This is an optimization exercise on Yosys and OpenROAD, whose aim is small area, not a production implementation. RTL that was checked went through simulation tests only; none was proved equivalent to the original. Power is estimated from default activity; no workload was simulated.

== JK ==
==> flow/design.v <==
module ALU_ADD (
    input [15:0] a,
    input [15:0] b,
    input ci,
    output [15:0] s,
    output co,
    output eq
);
wire [17:0] t = {1'b0, a, 1'b1} + {1'b0, b, ci};
assign s = t[16:1];
assign co = t[17];
assign eq = &(a ^ b);
endmodule
module ALU_SHIFT (
    input [15:0] a,
    input [3:0] n,
    input right,
    output [15:0] y           
);
wire [15:0] arev;
genvar g;
generate for (g = 0; g < 16; g = g + 1) begin : rev
    assign arev[g] = a[15-g];
end endgenerate
wire [15:0] x = right ? arev : a;
assign y = x << n;
endmodule
module ALU_RESULT (
    input [15:0] a,
    input [15:0] b,
    input [15:0] sum,
    input [15:0] sh,
    input [15:0] ld,
    input gt,
    input s_sum, s_not, s_shl, s_shr, s_and, s_or, s_gt, s_ld,
    output [15:0] y
);
wire [15:0] shrev;
genvar g;
generate for (g = 0; g < 16; g = g + 1) begin : rev
    assign shrev[g] = sh[15-g];
end endgenerate
assign y = ({16{s_sum}} & sum)
         | ({16{s_not}} & ~a)
         | ({16{s_shl}} & sh)
         | ({16{s_shr}} & shrev)
         | ({16{s_and}} & (a & b))
         | ({16{s_or}} & (a | b))
         | ({16{s_ld}} & ld)
         | {15'd0, s_gt & gt};
endmodule
module REG_FILE_MODULE (
    input clk,
    input [7:0] wel,          
    input [7:0] weh,          
    input [15:0] wd,
    output [127:0] q          
);
reg [15:0] r0, r1, r2, r3, r4, r5, r6, r7;
always @(posedge clk) begin
    if (wel[0]) r0[7:0] <= wd[7:0];
    if (weh[0]) r0[15:8] <= wd[15:8];
    if (wel[1]) r1[7:0] <= wd[7:0];
    if (weh[1]) r1[15:8] <= wd[15:8];
    if (wel[2]) r2[7:0] <= wd[7:0];
    if (weh[2]) r2[15:8] <= wd[15:8];
    if (wel[3]) r3[7:0] <= wd[7:0];
    if (weh[3]) r3[15:8] <= wd[15:8];
    if (wel[4]) r4[7:0] <= wd[7:0];
    if (weh[4]) r4[15:8] <= wd[15:8];
    if (wel[5]) r5[7:0] <= wd[7:0];
    if (weh[5]) r5[15:8] <= wd[15:8];
    if (wel[6]) r6[7:0] <= wd[7:0];
    if (weh[6]) r6[15:8] <= wd[15:8];
    if (wel[7]) r7[7:0] <= wd[7:0];
    if (weh[7]) r7[15:8] <= wd[15:8];
end
assign q = {r7, r6, r5, r4, r3, r2, r1, r0};
endmodule
module RD_PORT (
    input [63:0] q,           
    input [7:0] sel,
    output [7:0] d
);
integer i;
reg [7:0] t;
always @(*) begin
    t = 8'd0;
    for (i = 0; i < 8; i = i + 1) t = t | ({8{sel[i]}} & q[i*8 +: 8]);
end
assign d = t;
endmodule
module DEC3 (
    input [2:0] a,
    output [7:0] y
);
assign y = 8'd1 << a;
endmodule
module DEC3E (
    input [2:0] a,
    input en,
    output [7:0] y
);
assign y = {8{en}} & (8'd1 << a);
endmodule
module top_module (
    input clk,
    input rst,
    output [15:0] imem_addr,
    input  [15:0] imem_data,
    output dmem_we,
    output dmem_re,
    output [15:0] dmem_addr,
    output [15:0] dmem_wdata,
    input  [15:0] dmem_rdata
);
    wire [15:0] ins = imem_data;
    wire [3:0] op = ins[15:12];
    wire [2:0] rs = ins[11:9];
    wire [2:0] rt = ins[8:6];
    wire [2:0] rd = ins[5:3];
    wire [15:0] sx = {{10{ins[5]}}, ins[5:0]};
    reg [15:1] pc;
    assign imem_addr = {pc, 1'b0};
    wire is_lw  = (op == 4'b0000);
    wire is_sw  = (op == 4'b0001);
    wire is_sub = (op == 4'b0011);
    wire is_not = (op == 4'b0100);
    wire is_shl = (op == 4'b0101);
    wire is_shr = (op == 4'b0110);
    wire is_and = (op == 4'b0111);
    wire is_or  = (op == 4'b1000);
    wire is_gt  = (op == 4'b1001);
    wire is_beq = (op == 4'b1011);
    wire is_bne = (op == 4'b1100);
    wire is_j   = (op == 4'b1101);
    wire is_mem = is_lw | is_sw;
    wire is_add = (op == 4'b0010) | (op == 4'b1010) | (op == 4'b1110) | (op == 4'b1111);
    wire wen = ~(is_sw | is_beq | is_bne | is_j);
    wire [127:0] q;
    wire [15:0] a, b, wd;
    wire [2:0] wa = is_lw ? rt : rd;
    wire [7:0] wsell, wselh, ra1l, ra1h, ra2l, ra2h;
    DEC3E dwl (.a(wa), .en(wen), .y(wsell));
    DEC3E dwh (.a(wa), .en(wen), .y(wselh));
    DEC3 d1l (.a(rs), .y(ra1l));
    DEC3 d1h (.a(rs), .y(ra1h));
    DEC3 d2l (.a(rt), .y(ra2l));
    DEC3 d2h (.a(rt), .y(ra2h));
    REG_FILE_MODULE gpr (.clk(clk), .wel(wsell | {8{rst}}), .weh(wselh | {8{rst}}), .wd(wd), .q(q));
    wire [63:0] ql, qh;
    genvar g;
    generate for (g = 0; g < 8; g = g + 1) begin : split
        assign ql[g*8 +: 8] = q[g*16 +: 8];
        assign qh[g*8 +: 8] = q[g*16 + 8 +: 8];
    end endgenerate
    RD_PORT rp1l (.q(ql), .sel(ra1l), .d(a[7:0]));
    RD_PORT rp1h (.q(qh), .sel(ra1h), .d(a[15:8]));
    RD_PORT rp2l (.q(ql), .sel(ra2l), .d(b[7:0]));
    RD_PORT rp2h (.q(qh), .sel(ra2h), .d(b[15:8]));
    wire sub = ~(is_add | is_mem);
    wire [15:0] sum;
    wire co, eq;
    ALU_ADD add (.a(a), .b((is_mem ? sx : b) ^ {16{sub}}), .ci(sub), .s(sum), .co(co), .eq(eq));
    wire gt = co & ~eq;            
    wire [15:0] sh;
    ALU_SHIFT shf (.a(a), .n(b[3:0]), .right(is_shr), .y(sh));
    wire big = |b[15:4];
    wire nr = ~rst;
    ALU_RESULT resm (
        .a(a), .b(b), .sum(sum), .sh(sh), .ld(dmem_rdata), .gt(gt),
        .s_sum(nr & (is_add | is_sub)), .s_not(nr & is_not),
        .s_shl(nr & is_shl & ~big), .s_shr(nr & is_shr & ~big),
        .s_and(nr & is_and), .s_or(nr & is_or), .s_gt(nr & is_gt), .s_ld(nr & is_lw),
        .y(wd)
    );
    assign dmem_we = is_sw;
    assign dmem_re = is_lw;
    assign dmem_addr = sum;
    assign dmem_wdata = b;
    wire taken = (is_beq & eq) | (is_bne & ~eq);
    wire [16:0] pct = {1'b0, pc, 1'b1} + {1'b0, taken ? sx[14:0] : 15'd0, 1'b1};
    wire [15:1] pcn = pct[15:1];
    always @(posedge clk) begin
        if (rst) pc <= 15'd0;
        else if (is_j) pc <= {pcn[15:13], ins[11:0]};
        else pc <= pcn;
    end
endmodule
export LEC_CHECK = 0
export CAP_MARGIN = 20
export CORE_MARGIN = 2
export CORE_UTILIZATION = 40
export CTS_BUF_LIST = sky130_fd_sc_hd__clkbuf_8
export GPL_TIMING_DRIVEN = 0
export PLACE_DENSITY = 0.6
export SLEW_MARGIN = 20
export SYNTH_HIERARCHICAL = 1
create_clock -name core_clock -period 6.5 [get_ports {clk}]
standard.sh (not shown) runs the stock make flow with config.mk's settings and CLKGATE_MAP_FILE= SYNTH_SCRIPT=/design/flow/synth_recipe.tcl, a recipe that flattens the netlist after the stock synthesis.
==> flow/flow/run.sh <==
#!/bin/bash
# The standard layout (standard.sh) with two changes:
#  - synthesis (flow/synth_area.tcl): no full-adder extraction or Kogge-Stone
#    adders, and the final ABC mapping is for area: flow/area.abc, or the
#    script ABC_MODULE_SCRIPTS names for a module. Every step before ABC, and
#    so every register and its cell type, is the standard synthesis's;
#  - every port still gets a buffer, but a sky130_fd_sc_hd__buf_1.
# Output of the make run: flow_make.log (ORFS's own logs under orfs/logs).
set -euo pipefail
HERE=$(pwd)
sed "s#SYNTH_SCRIPT=[^ ]*#SYNTH_SCRIPT=$HERE/flow/synth_area.tcl ADDER_MAP_FILE= SYNTH_OPERATIONS_ARGS=-noshare#" standard.sh > standard_area.sh
export AREA_ABC_SCRIPT=$HERE/flow/area.abc
export ABC_MODULE_SCRIPTS="ALU_RESULT:$HERE/flow/nfa.abc RD_PORT:$HERE/flow/amap2.abc"
export BUFFER_PORTS_ARGS="-buffer_cell sky130_fd_sc_hd__buf_1"
bash standard_area.sh "$@" > flow_make.log 2>&1
==> flow/flow/amap2.abc <==
strash
ifraig
scorr
dc2
dch -f
amap
==> flow/flow/area.abc <==
strash
dch
amap
==> flow/flow/nfa.abc <==
&get -n
&st
&dch
&nf -a -R 1000
&put
==> flow/flow/synth_area.tcl <==
# synth_recipe.tcl with the final abc call replaced: each module listed in
# ABC_MODULE_SCRIPTS (module:script pairs) is mapped with its own script,
# then everything left with AREA_ABC_SCRIPT.
proc synth {args} { yosys synth -nofsm -noshare {*}$args }
proc abc_with_script {script argv sel} {
  set i [lsearch -exact $argv -script]
  if { $i >= 0 } { lset argv [expr { $i + 1 }] $script }
  yosys abc {*}$argv {*}$sel
}
proc abc {args} {
  if { [info exists ::env(ABC_MODULE_SCRIPTS)] } {
    foreach pair $::env(ABC_MODULE_SCRIPTS) {
      lassign [split $pair :] m s
      abc_with_script $s $args [list $m]
    }
  }
  abc_with_script $::env(AREA_ABC_SCRIPT) $args {}
}
source $::env(SCRIPTS_DIR)/synth.tcl
# left out here: clear keep_hierarchy, flatten, clean up, hide names made inside functions, write 1_2_yosys.v
JK ran to completion and came out clean on the timing, DRC and antenna checks.
For MS, these inputs were changed with respect to JK:
-- flow/design.v --
<<< JK, line 83
    output [7:0] d
);
integer i;
reg [7:0] t;
always @(*) begin
    t = 8'd0;
    for (i = 0; i < 8; i = i + 1) t = t | ({8{sel[i]}} & q[i*8 +: 8]);
end
assign d = t;
endmodule
module DEC3 (
>>> MS, line 83
    output [7:0] d
);
genvar g;
generate for (g = 0; g < 8; g = g + 1) begin : rbit
    wire n0, n1, n2;
    AOI222 x0 (.a1(sel[0]), .a2(q[0*8+g]), .b1(sel[1]), .b2(q[1*8+g]), .c1(sel[2]), .c2(q[2*8+g]), .y(n0));
    AOI222 x1 (.a1(sel[3]), .a2(q[3*8+g]), .b1(sel[4]), .b2(q[4*8+g]), .c1(sel[5]), .c2(q[5*8+g]), .y(n1));
    AOI22  x2 (.a1(sel[6]), .a2(q[6*8+g]), .b1(sel[7]), .b2(q[7*8+g]), .y(n2));
    NAND3  x3 (.a(n0), .b(n1), .c(n2), .y(d[g]));
end endgenerate
endmodule
module AOI222 (input a1, a2, b1, b2, c1, c2, output y);
assign y = ~((a1 & a2) | (b1 & b2) | (c1 & c2));
endmodule
module AOI22 (input a1, a2, b1, b2, output y);
assign y = ~((a1 & a2) | (b1 & b2));
endmodule
module NAND3 (input a, b, c, output y);
assign y = ~(a & b & c);
endmodule
module DEC3 (
Findings:
Worst hold slack improves in MS relative to JK.
The lower compound-cell area share of the yosys netlist came out of JK.
Overall track demand over capacity in global routing: MS lower than JK
[MS vs JK] total iterations of the first detailed-routing run: lower in MS
Clock power (MS over JK): decrease, about 9%
Sort MS and JK by number of core rows, descending, and JK comes first.
The setup slack number comes out lower for JK vs MS.
Of MS and JK, it is MS that has the lower routed wire length.
Measured against each other, MS and JK differ in via count, the higher figure coming from JK.
Power in combinational cells of JK is on par with MS.
Relative to JK, MS improves worst relative slew slack.
For MS, only the layout was checked, not whether the RTL still works.

==> static timing again, ports no longer ideal <==
How much do the figures lean on ideal ports? The routed layouts below were timed once more, with nothing changed but the port constraints. Step 1 sets driving cells, clkbuf_16 on the clock port and buf_2 on the other inputs (assumed; they add their load-dependent delay and slew). Step 2 moves the port delays by t, midway between the first and last clock arrival at a register: inputs arrive t later, outputs are due t later. That takes back most of the time a late clock gives input paths. Slacks: no drivers / after step 1 / after step 2; pairs: no drivers / after step 1.
| run | t (ns) | setup WS [ns] | hold slack, ns | latest minus earliest clock arrival (ns) | cell pins on the clock port's net |
|---|---|---|---|---|---|
| JK | 0.498 | 0.138 / 0.091 / -0.246 | 0.608 / 0.608 / 0.608 | 0.029 / 0.028 | 1 |
| MS | 0.508 | 0.179 / 0.147 / -0.065 | 0.617 / 0.617 / 0.617 | 0.028 / 0.028 | 1 |
With both steps, setup timing fails in JK and MS, where it was met with ideal ports. For JK, which loses most, drivers alone change the setup slack by -0.047 ns; drivers and shift together by -0.384 ns.
